Source: an optimization exercise on an open RTL-to-GDS flow (aim: small area). Production flows keep margins and buffers that such runs may drop.
Where RTL was checked, it was by simulation tests only, not by an equivalence proof against the original.
No activity file was given, so power comes from the tool's default toggle rates. The flow treats the clock pin as an ideal source, which a real chip does not have.

==> build 19: inputs <==
==> flow/design.v <==
`timescale 1ns/1ps 
module bfm_fifo_sync #(
    parameter   SHOWAHEAD = 1,  
    parameter   ABITS    = 7,
    parameter   DBITS    = 16,
    parameter   FTHRD    = 100,
    parameter   ETHRD    = 2
)( 
    input           wire                clk,
    input           wire                rst,
    input           wire    [DBITS-1:0] wr_data,
    input           wire                wren,
    input           wire                rden,
    output          wire    [DBITS-1:0] rd_data,
    output          wire                wrfull,
    output          wire                rdempty,
    output          wire    [ABITS-1:0] fifo_num
);
reg [DBITS-1 :0] dat_mem[2**ABITS-1:0] ;
reg [ABITS-1 :0] wr_point;
reg [ABITS-1 :0] rd_point;
reg [DBITS-1 :0] rd_data_r;
reg [ABITS-1 :0] counter_int;
reg wrfull_r;
reg rdempty_r;
wire wr_allow;
wire rd_allow;
assign wr_allow = wren & (!wrfull_r);
assign rd_allow = rden & (!rdempty_r);
assign wrfull = wrfull_r;
assign rdempty = rdempty_r;
assign fifo_num = counter_int;
always @ (posedge clk,posedge rst)
begin 
    if (rst) begin 
        wr_point <= {ABITS{1'd0}};
    end 
    else if (wr_allow) begin 
        wr_point <= wr_point + 1'd1;
    end 
    else begin 
        wr_point <= wr_point;
    end 
end 
always @ (posedge clk)
begin 
    if (wr_allow) begin 
        dat_mem[wr_point] <= wr_data;
    end 
    else begin 
        dat_mem[wr_point] <= dat_mem[wr_point];
    end 
end 
always @ (posedge clk,posedge rst)
begin 
    if (rst) begin 
        rd_point <= {ABITS{1'd0}};
    end 
    else if (rd_allow) begin 
        rd_point <= rd_point + 1'd1;
    end 
    else begin 
        rd_point <= rd_point;
    end 
end 
generate 
    if (SHOWAHEAD) begin 
        always @ (*)
        begin 
            if (rst) begin 
                rd_data_r <= {DBITS{1'd0}};
            end 
            else if (rd_allow) begin 
                rd_data_r <= dat_mem[rd_point];
            end 
            else begin 
                rd_data_r <= dat_mem[rd_point];
            end 
        end 
    end 
    else begin 
        always @ (posedge clk,posedge rst)
        begin 
            if (rst) begin 
                rd_data_r <= {DBITS{1'd0}};
            end 
            else if (rd_allow) begin 
                rd_data_r <= dat_mem[rd_point];
            end 
            else begin 
                rd_data_r <= rd_data_r;
            end 
        end 
    end 
endgenerate 
assign rd_data = rd_data_r;
always @ (posedge clk,posedge rst) 
begin 
    if (rst) begin 
        counter_int <= {ABITS{1'd0}};
    end 
    else if (wr_allow == 1 && rd_allow == 0) begin 
        counter_int <= counter_int + 1'd1;
    end 
    else if (wr_allow == 0 && rd_allow == 1) begin 
        counter_int <= counter_int - 1'd1;
    end 
    else begin 
        counter_int <= counter_int;
    end 
end 
always @ (posedge clk,posedge rst)
begin 
    if (rst) begin 
        wrfull_r <= 1'd0;
    end 
    else if (wr_allow) begin 
        if (counter_int >= FTHRD-1) begin 
            wrfull_r <= 1'd1;
        end 
        else begin 
            wrfull_r <= 1'd0;
        end 
    end 
    else if (rd_allow) begin 
        wrfull_r <= 1'd0;
    end 
    else begin 
        wrfull_r <= wrfull_r;
    end 
end 
always @(posedge clk,posedge rst)
begin 
    if (rst) begin 
        rdempty_r <= 1'd1;
    end 
    else if (rd_allow) begin 
        if (counter_int <= ETHRD-1) begin 
            rdempty_r <= 1'd1;
        end 
        else begin 
            rdempty_r <= 1'd0;
        end 
    end 
    else if (wr_allow) begin 
        rdempty_r <= 1'd0;
    end 
    else begin 
        rdempty_r <= rdempty_r;
    end 
end 
endmodule
==> flow/run.sh <==
#!/bin/bash
# synth_recipe.tcl (not shown) runs the flow's synth.tcl, then flattens the netlist and writes it again
# the make line also repeats each setting of config.mk as NAME=value (left out here)
make -C /OpenROAD-flow-scripts/flow DESIGN_CONFIG=/design/flow/config.mk WORK_HOME=/design/flow/orfs CLKGATE_MAP_FILE= SYNTH_SCRIPT=/design/flow/synth_recipe.tcl finish
==> flow/config.mk <==
export PLATFORM = sky130hd
export DESIGN_NAME = bfm_fifo_sync
export DESIGN_NICKNAME = bfm_fifo_sync
export VERILOG_FILES = /design/flow/design.v
export SDC_FILE = /design/flow/constraint.sdc
export NUM_CORES = 4
export LEC_CHECK = 0
export CAP_MARGIN = 20
export CORE_MARGIN = 2
export CORE_UTILIZATION = 40
export PLACE_DENSITY = 0.6
export SETUP_SLACK_MARGIN = 0.1
export SLEW_MARGIN = 20
==> flow/constraint.sdc <==
create_clock -name core_clock -period 6.5 [get_ports {clk}]
set_input_delay 1.3000 -clock core_clock [delete_from_list [all_inputs] [get_ports {clk}]]
set_output_delay 1.3000 -clock core_clock [all_outputs]
set_load 0.01 [all_outputs]
==> build 96: changes against build 19 <==
==> flow/design.v, changed modules only <==
module bfm_fifo_sync #(
    parameter   SHOWAHEAD = 1,
    parameter   ABITS    = 7,
    parameter   DBITS    = 16,
    parameter   FTHRD    = 100,
    parameter   ETHRD    = 2
)(
    input  wire             clk,
    input  wire             rst,
    input  wire [DBITS-1:0] wr_data,
    input  wire             wren,
    input  wire             rden,
    output wire [DBITS-1:0] rd_data,
    output wire             wrfull,
    output wire             rdempty,
    output wire [ABITS-1:0] fifo_num
);
localparam DEPTH = FTHRD;           
localparam NHI   = DEPTH / 4;
reg [DBITS-1:0] dat_mem [0:DEPTH-1];
reg [ABITS-1:0] wr_point;
reg [ABITS-1:0] rd_point;
reg [ABITS-1:0] counter_int;
reg             wrfull_r;
reg             rdempty_r;
wire wr_allow = wren & ~wrfull_r;
wire rd_allow = rden & ~rdempty_r;
assign wrfull   = wrfull_r;
assign rdempty  = rdempty_r;
assign fifo_num = counter_int;
function [ABITS-1:0] ptr_inc(input [ABITS-1:0] p);
    ptr_inc = (p == DEPTH-1) ? {ABITS{1'b0}} : p + 1'b1;
endfunction
always @(posedge clk or posedge rst)
    if (rst)           wr_point <= {ABITS{1'b0}};
    else if (wr_allow) wr_point <= ptr_inc(wr_point);
always @(posedge clk or posedge rst)
    if (rst)           rd_point <= {ABITS{1'b0}};
    else if (rd_allow) rd_point <= ptr_inc(rd_point);
wire [3:0]     wr_lo;
wire [NHI-1:0] wr_hi;
wire [3:0]     rd_lo;
wire [NHI-1:0] rd_hi;
genvar i;
generate
    for (i = 0; i < 4; i = i + 1) begin : g_lo
        assign wr_lo[i] = wr_allow & (wr_point[1:0] == i);
        assign rd_lo[i] = (rd_point[1:0] == i);
    end
    for (i = 0; i < NHI; i = i + 1) begin : g_hi
        assign wr_hi[i] = (wr_point[ABITS-1:2] == i);
        assign rd_hi[i] = (rd_point[ABITS-1:2] == i);
    end
    for (i = 0; i < DEPTH; i = i + 1) begin : g_mem
        always @(posedge clk)
            if (wr_hi[i/4] & wr_lo[i%4]) dat_mem[i] <= wr_data;
    end
endgenerate
wire [DEPTH-1:0] rd_sel;
generate
    for (i = 0; i < DEPTH; i = i + 1) begin : g_rsel
        assign rd_sel[i] = rd_hi[i/4] & rd_lo[i%4];
    end
    for (i = 0; i < DBITS; i = i + 1) begin : g_rbit
        wire [DEPTH-1:0] col;
        wire [33:0]      grp_n;
        genvar j;
        for (j = 0; j < DEPTH; j = j + 1) begin : g_col
            assign col[j] = dat_mem[j][i];
        end
        for (j = 0; j < 33; j = j + 1) begin : g_g3
            fifo_aoi222 u_g (.a0(col[3*j]),   .s0(rd_sel[3*j]),
                             .a1(col[3*j+1]), .s1(rd_sel[3*j+1]),
                             .a2(col[3*j+2]), .s2(rd_sel[3*j+2]),
                             .y_n(grp_n[j]));
        end
        assign grp_n[33] = ~(col[99] & rd_sel[99]);
        assign rd_data[i] = ~rst & ~&grp_n;
    end
endgenerate
always @(posedge clk or posedge rst)
    if (rst)
        counter_int <= {ABITS{1'b0}};
    else if (wr_allow & ~rd_allow)
        counter_int <= counter_int + 1'b1;
    else if (~wr_allow & rd_allow)
        counter_int <= counter_int - 1'b1;
always @(posedge clk or posedge rst)
    if (rst)           wrfull_r <= 1'b0;
    else if (wr_allow) wrfull_r <= (counter_int >= FTHRD-1);
    else if (rd_allow) wrfull_r <= 1'b0;
always @(posedge clk or posedge rst)
    if (rst)           rdempty_r <= 1'b1;
    else if (rd_allow) rdempty_r <= (counter_int <= ETHRD-1);
    else if (wr_allow) rdempty_r <= 1'b0;
endmodule
module fifo_aoi222 (
    input  wire a0, s0, a1, s1, a2, s2,
    output wire y_n
);
assign y_n = ~((a0 & s0) | (a1 & s1) | (a2 & s2));
endmodule
CTS_CLUSTER_DIAMETER = 100   (was not set)
CTS_CLUSTER_SIZE = 25   (was not set)
SYNTH_HIERARCHICAL = 1   (was not set)
SYNTH_MINIMUM_KEEP_SIZE = 0   (was not set)
==> summary of the runs <==
- Worst hold slack: build 19 is worse than build 96 (0.045 ns).
- Of build 19 and build 96, build 19 has the higher global-route usage (gap 0.42 points).
- In build 96 the clock skew is lower than in build 19, by 0.016 ns.
- Against build 96, the utilization of build 19 is higher by 1.3 points.
- In build 96 the count of clock-buffer cells in the layout is lower than in build 19, by 152.
- Between build 19 and build 96, the lower final cell count is in build 96 (gap 40%, measured against build 96).
==> figures <==
Largest register FFs: build 96 1,600; build 19 2,048
Relative contribution of the clock network to total power: build 96 25.9%; build 19 29.7%
Sequential standard cell area: build 96 0.04862 sq mm; build 19 0.06209 sq mm
Non-CTS buffers: build 96 225; build 19 340
Max incr delay on CP: build 96 0.67 ns; build 19 0.84 ns
Design internal power: build 96 14,930 uW; build 19 26,250 uW
CP bufs+invs: build 96 2; build 19 4
Post-Layout Inst Area: build 96 0.06366 sq mm; build 19 0.09239 sq mm
Fraction of standard cell area in multi-input logic: build 96 13.68%; build 19 18.88%
Result of the run: build 96 timing/DRC/antenna clean; build 19 timing/DRC/antenna clean
Sequential power: build 96 12,000 uW; build 19 15,300 uW
Min-delay src: build 96 counter_int[6]; build 19 rdempty_r
Number of nets produced by synthesis: build 96 2,815; build 19 3,859
Seq area share: build 96 76.38%; build 19 67.20%
Only the layout flow was run in build 19; the RTL was not checked for function there.

========
==> 08-26: inputs <==
Another version of the RTL of bfm_fifo_sync (not shown whole).
==> module bfm_fifo_sync, before the edit <==
module bfm_fifo_sync #(
    parameter   SHOWAHEAD = 1,
    parameter   ABITS    = 7,
    parameter   DBITS    = 16,
    parameter   FTHRD    = 100,
    parameter   ETHRD    = 2
)(
    input  wire             clk,
    input  wire             rst,
    input  wire [DBITS-1:0] wr_data,
    input  wire             wren,
    input  wire             rden,
    output wire [DBITS-1:0] rd_data,
    output wire             wrfull,
    output wire             rdempty,
    output wire [ABITS-1:0] fifo_num
);
localparam DEPTH = FTHRD - 1;       
localparam NGRP  = DEPTH / 3;
reg [DBITS-1:0] dat_mem [0:DEPTH-1];
reg [DBITS-1:0] head;
reg [ABITS-1:0] counter_int;
reg             wrfull_r;
reg             rdempty_r;
wire wr_allow = wren & ~wrfull_r;
wire rd_allow = rden & ~rdempty_r;
assign wrfull   = wrfull_r;
assign rdempty  = rdempty_r;
assign fifo_num = counter_int;
wire cnt_0  = (counter_int == 0);
wire cnt_1  = (counter_int == 1);
wire head_from_wr = cnt_0 | cnt_1;
wire head_load    = rd_allow | (wr_allow & cnt_0);
wire mem_wr  = wr_allow & ~cnt_0 & ~(cnt_1 & rd_allow);
wire mem_rd  = rd_allow & ~cnt_1;
reg [1:0] wr_pos, rd_pos;
reg [5:0] wr_grp, rd_grp;
always @(posedge clk or posedge rst)
    if (rst) begin
        wr_pos <= 2'd0;
        wr_grp <= 6'd0;
    end else if (mem_wr) begin
        wr_pos <= (wr_pos == 2'd2) ? 2'd0 : wr_pos + 1'b1;
        if (wr_pos == 2'd2)
            wr_grp <= (wr_grp == NGRP-1) ? 6'd0 : wr_grp + 1'b1;
    end
always @(posedge clk or posedge rst)
    if (rst) begin
        rd_pos <= 2'd0;
        rd_grp <= 6'd0;
    end else if (mem_rd) begin
        rd_pos <= (rd_pos == 2'd2) ? 2'd0 : rd_pos + 1'b1;
        if (rd_pos == 2'd2)
            rd_grp <= (rd_grp == NGRP-1) ? 6'd0 : rd_grp + 1'b1;
    end
wire [2:0]       wr_pos_en, rd_pos_en;
wire [NGRP-1:0]  wr_grp_en, rd_grp_en;
wire [DEPTH-1:0] wr_sel, rd_sel;
genvar i;
generate
    for (i = 0; i < 3; i = i + 1) begin : g_pos
        assign wr_pos_en[i] = mem_wr & (wr_pos == i);
        assign rd_pos_en[i] = (rd_pos == i);
    end
    for (i = 0; i < NGRP; i = i + 1) begin : g_grp
        assign wr_grp_en[i] = (wr_grp == i);
        assign rd_grp_en[i] = (rd_grp == i);
    end
    for (i = 0; i < DEPTH; i = i + 1) begin : g_mem
        fifo_and2 u_we (.a(wr_grp_en[i/3]), .b(wr_pos_en[i%3]), .y(wr_sel[i]));
        fifo_and2 u_re (.a(rd_grp_en[i/3]), .b(rd_pos_en[i%3]), .y(rd_sel[i]));
        always @(posedge clk)
            if (wr_sel[i]) dat_mem[i] <= wr_data;
    end
endgenerate
wire [DBITS-1:0] mem_out;
generate
    for (i = 0; i < DBITS; i = i + 1) begin : g_rbit
        wire [DEPTH-1:0] col;
        wire [NGRP-1:0]  grp_n;
        genvar j;
        for (j = 0; j < DEPTH; j = j + 1) begin : g_col
            assign col[j] = dat_mem[j][i];
        end
        for (j = 0; j < NGRP; j = j + 1) begin : g_g3
            fifo_aoi222 u_g (.a0(col[3*j]),   .s0(rd_sel[3*j]),
                             .a1(col[3*j+1]), .s1(rd_sel[3*j+1]),
                             .a2(col[3*j+2]), .s2(rd_sel[3*j+2]),
                             .y_n(grp_n[j]));
        end
        assign mem_out[i] = ~&grp_n;
    end
endgenerate
always @(posedge clk)
    if (head_load) head <= head_from_wr ? wr_data : mem_out;
assign rd_data = head & {DBITS{~rst}};
always @(posedge clk or posedge rst)
    if (rst)
        counter_int <= {ABITS{1'b0}};
    else if (wr_allow & ~rd_allow)
        counter_int <= counter_int + 1'b1;
    else if (~wr_allow & rd_allow)
        counter_int <= counter_int - 1'b1;
always @(posedge clk or posedge rst)
    if (rst)           wrfull_r <= 1'b0;
    else if (wr_allow) wrfull_r <= (counter_int >= FTHRD-1);
    else if (rd_allow) wrfull_r <= 1'b0;
always @(posedge clk or posedge rst)
    if (rst)           rdempty_r <= 1'b1;
    else if (rd_allow) rdempty_r <= (counter_int <= ETHRD-1);
    else if (wr_allow) rdempty_r <= 1'b0;
endmodule
clock: 6.5 ns
lec_check: 0
cap_margin: 20
core_margin: 2
core_utilization: 60
cts_cluster_diameter: 100
cts_cluster_size: 30
place_density: 0.75
setup_slack_margin: 0.1
slew_margin: 20
synth_hierarchical: 1
synth_minimum_keep_size: 0
run.sh (not shown) runs the stock make flow with config.mk's settings and CLKGATE_MAP_FILE= SYNTH_SCRIPT=/design/flow/synth_recipe.tcl, a recipe that flattens the netlist after the stock synthesis.
==> inputs of 12-19, as changes to 08-26 <==
--- a/flow/design.v
+++ b/flow/design.v
@@ -55,6 +55,6 @@
             rd_grp <= (rd_grp == NGRP-1) ? 6'd0 : rd_grp + 1'b1;
     end
-wire [2:0]       wr_pos_en, rd_pos_en;
-wire [NGRP-1:0]  wr_grp_en, rd_grp_en;
+wire [2:0]       wr_pos_en, rd_pos_n;
+wire [NGRP-1:0]  wr_grp_en, rd_grp_n;
 wire [DEPTH-1:0] wr_sel, rd_sel;
 genvar i;
@@ -62,13 +62,13 @@
     for (i = 0; i < 3; i = i + 1) begin : g_pos
         assign wr_pos_en[i] = mem_wr & (wr_pos == i);
-        assign rd_pos_en[i] = (rd_pos == i);
+        assign rd_pos_n[i]  = (rd_pos != i);
     end
     for (i = 0; i < NGRP; i = i + 1) begin : g_grp
         assign wr_grp_en[i] = (wr_grp == i);
-        assign rd_grp_en[i] = (rd_grp == i);
+        assign rd_grp_n[i]  = (rd_grp != i);
     end
     for (i = 0; i < DEPTH; i = i + 1) begin : g_mem
         fifo_and2 u_we (.a(wr_grp_en[i/3]), .b(wr_pos_en[i%3]), .y(wr_sel[i]));
-        fifo_and2 u_re (.a(rd_grp_en[i/3]), .b(rd_pos_en[i%3]), .y(rd_sel[i]));
+        fifo_nor2 u_re (.a(rd_grp_n[i/3]), .b(rd_pos_n[i%3]), .y(rd_sel[i]));
         always @(posedge clk)
             if (wr_sel[i]) dat_mem[i] <= wr_data;
@@ -124,2 +124,8 @@
 assign y = a & b;
 endmodule
+module fifo_nor2 (
+    input  wire a, b,
+    output wire y
+);
+assign y = ~(a | b);
+endmodule
==> flow/flow/run.sh (new file) <==
#!/bin/bash
# The standard layout (standard.sh) with two changes: the ports get the
# smallest buffer (buf_1) instead of the default, and clock tree synthesis
# builds its tree from clkbuf_8 with larger sink clusters and without dummy
# loads. The full output of the ORFS make run goes to standard.log here.
set -euo pipefail
export BUFFER_PORTS_ARGS="-buffer_cell sky130_fd_sc_hd__buf_1"
export CTS_ARGS="-sink_clustering_enable -repair_clock_nets -sink_clustering_size 18 -sink_clustering_max_diameter 80 -dont_use_dummy_load -buf_list sky130_fd_sc_hd__clkbuf_8"
bash ./standard.sh > standard.log 2>&1
==> flow/standard.sh (new file) <==
#!/bin/bash
# synth_recipe.tcl (not shown) runs the flow's synth.tcl, then flattens the netlist and writes it again
# the make line also repeats each setting of config.mk as NAME=value (left out here)
make -C /OpenROAD-flow-scripts/flow DESIGN_CONFIG=/design/flow/config.mk WORK_HOME=/design/flow/orfs CLKGATE_MAP_FILE= SYNTH_SCRIPT=/design/flow/synth_recipe.tcl "${@:-finish}"
Settings changed: CTS_CLUSTER_DIAMETER 100 to not set, CTS_CLUSTER_SIZE 30 to not set.
removed: flow/run.sh
==> inputs of 04-13, as changes to 08-26 <==
--- a/flow/design.v
+++ b/flow/design.v
@@ -55,6 +55,6 @@
             rd_grp <= (rd_grp == NGRP-1) ? 6'd0 : rd_grp + 1'b1;
     end
-wire [2:0]       wr_pos_en, rd_pos_en;
-wire [NGRP-1:0]  wr_grp_en, rd_grp_en;
+wire [2:0]       wr_pos_en, rd_pos_n;
+wire [NGRP-1:0]  wr_grp_en, rd_grp_n;
 wire [DEPTH-1:0] wr_sel, rd_sel;
 genvar i;
@@ -62,13 +62,13 @@
     for (i = 0; i < 3; i = i + 1) begin : g_pos
         assign wr_pos_en[i] = mem_wr & (wr_pos == i);
-        assign rd_pos_en[i] = (rd_pos == i);
+        assign rd_pos_n[i]  = (rd_pos != i);
     end
     for (i = 0; i < NGRP; i = i + 1) begin : g_grp
         assign wr_grp_en[i] = (wr_grp == i);
-        assign rd_grp_en[i] = (rd_grp == i);
+        assign rd_grp_n[i]  = (rd_grp != i);
     end
     for (i = 0; i < DEPTH; i = i + 1) begin : g_mem
         fifo_and2 u_we (.a(wr_grp_en[i/3]), .b(wr_pos_en[i%3]), .y(wr_sel[i]));
-        fifo_and2 u_re (.a(rd_grp_en[i/3]), .b(rd_pos_en[i%3]), .y(rd_sel[i]));
+        fifo_nor2 u_re (.a(rd_grp_n[i/3]), .b(rd_pos_n[i%3]), .y(rd_sel[i]));
         always @(posedge clk)
             if (wr_sel[i]) dat_mem[i] <= wr_data;
@@ -124,2 +124,8 @@
 assign y = a & b;
 endmodule
+module fifo_nor2 (
+    input  wire a, b,
+    output wire y
+);
+assign y = ~(a | b);
+endmodule
==> flow/flow/run.sh (new file) <==
#!/bin/bash
# The standard layout (standard.sh) with two changes: the ports get the
# smallest buffer (buf_1) instead of the default, and clock tree synthesis
# uses sink clusters of up to 30 flip-flops and without dummy
# loads. The full output of the ORFS make run goes to standard.log here.
set -euo pipefail
export BUFFER_PORTS_ARGS="-buffer_cell sky130_fd_sc_hd__buf_1"
export CTS_ARGS="-sink_clustering_enable -repair_clock_nets -sink_clustering_size 30 -sink_clustering_max_diameter 100 -dont_use_dummy_load"
bash ./standard.sh > standard.log 2>&1
==> flow/standard.sh (new file) <==
#!/bin/bash
# synth_recipe.tcl (not shown) runs the flow's synth.tcl, then flattens the netlist and writes it again
# the make line also repeats each setting of config.mk as NAME=value (left out here)
make -C /OpenROAD-flow-scripts/flow DESIGN_CONFIG=/design/flow/config.mk WORK_HOME=/design/flow/orfs CLKGATE_MAP_FILE= SYNTH_SCRIPT=/design/flow/synth_recipe.tcl "${@:-finish}"
Settings changed: CTS_CLUSTER_DIAMETER 100 to not set, CTS_CLUSTER_SIZE 30 to not set.
removed: flow/run.sh
==> run notes <==
Clock power, lowest first: 12-19, 04-13, 08-26. Non-clock buffer count, lowest first: 08-26, 04-13, 12-19. Fmax: 08-26 > 04-13 > 12-19. Utilization: 08-26 > 04-13 > 12-19. In 08-26 the global-route usage is higher than in 12-19, by 0.12 points. In 12-19 the sequential share of layout area is higher than in 08-26, by 0.62 points. Synthesized area: 08-26 is larger than 12-19 (about 0.5%). Worst setup slack: 08-26 > 04-13 > 12-19. 08-26 completed with no timing, DRC or antenna violations. 04-13 finished with timing, DRC and antenna clean. 12-19 finished clean. Final cell count, highest first: 12-19, 08-26, 04-13. Against 12-19, the power of 04-13 is higher by about 1.3%.
==> figures <==
metric	04-13	08-26	12-19
Placed Instance Area	0.0597 sq mm	0.0601 sq mm	0.0597 sq mm
Switching power as a share of total power	0.255	0.270	0.260
Minimum setup slack among reg-to-reg paths	2040 ps	2100 ps	2010 ps
Top fanout value on the critical path	19	16	19
Part of the total power dissipated in the clock network	0.235	0.235	0.226
Count of clock-net buffers in the final layout	60	84	100
Power density over the cells	308 mW/mm^2	318 mW/mm^2	304 mW/mm^2
Portion of the clock cycle consumed by the worst path in the final layout	0.687	0.677	0.690
Worst setup margin	2040 ps	2100 ps	2010 ps
Starting Density	0.606	0.608	0.606
Share of post-route cells with drive strength above 1	0.0635	0.0442	0.0753
Outcome	timing/DRC/antenna clean	timing/DRC/antenna clean	timing/DRC/antenna clean
Simple-gate share of the synthesized area	0.0511	0.0552	0.0511
XOR/XNOR share of the synthesized area	0.00167	0.00166	0.00167
Detailed Route Iter0 Violations	7462	7631	7434
Die outline height	314 um	315 um	314 um
Maximum achievable frequency	0.224 GHz	0.227 GHz	0.223 GHz
Estimated wirelength of the detail-placed design	93.5 mm	93.8 mm	93.5 mm
Yosys top cell area share	0.834	0.830	0.834
Reg2reg start	rd_pos[1]	rd_grp[1]	rd_pos[1]
Mean number of vias per cell	7.62	7.65	7.55

==> port drivers added, routing unchanged <==
No port has a modelled driver above. Below, the same layouts with a new extraction and two added sets of constraints. Step 1: set_driving_cell puts a clkbuf_16 on clk and a buf_2 on each other input, an assumption about the parent block. Step 2 adds t to the input delays and takes it off the output delays; t is the mean of the earliest and latest rising clock arrival at the registers after step 1. Input paths then give back, and output paths get back, about the clock's delay inside the block. Three values: ideal, step 1, step 2; two values: the first two.
| run | shift t [ns] | slack for setup (ns) | worst setup path at the end | latest minus earliest clock arrival (ns) |
|---|---|---|---|---|
| build 19 | 0.923 | 0.206 / 0.114 / 1.038 | register to output | 0.065 / 0.065 |
| build 96 | 0.766 | 0.214 / 0.133 / 0.899 | register to output | 0.046 / 0.046 |
| 08-26 | 0.772 | 2.098 / 2.098 / 1.728 | input to register | 0.034 / 0.034 |
| 12-19 | 0.834 | 2.015 / 2.015 / 2.015 | register to register | 0.078 / 0.078 |
| 04-13 | 0.715 | 2.037 / 2.037 / 2.037 | register to register | 0.086 / 0.085 |
After both steps every run listed still meets setup and hold. For 08-26, which loses most, drivers alone change the setup slack by 0.000 ns; drivers and shift together by -0.370 ns.
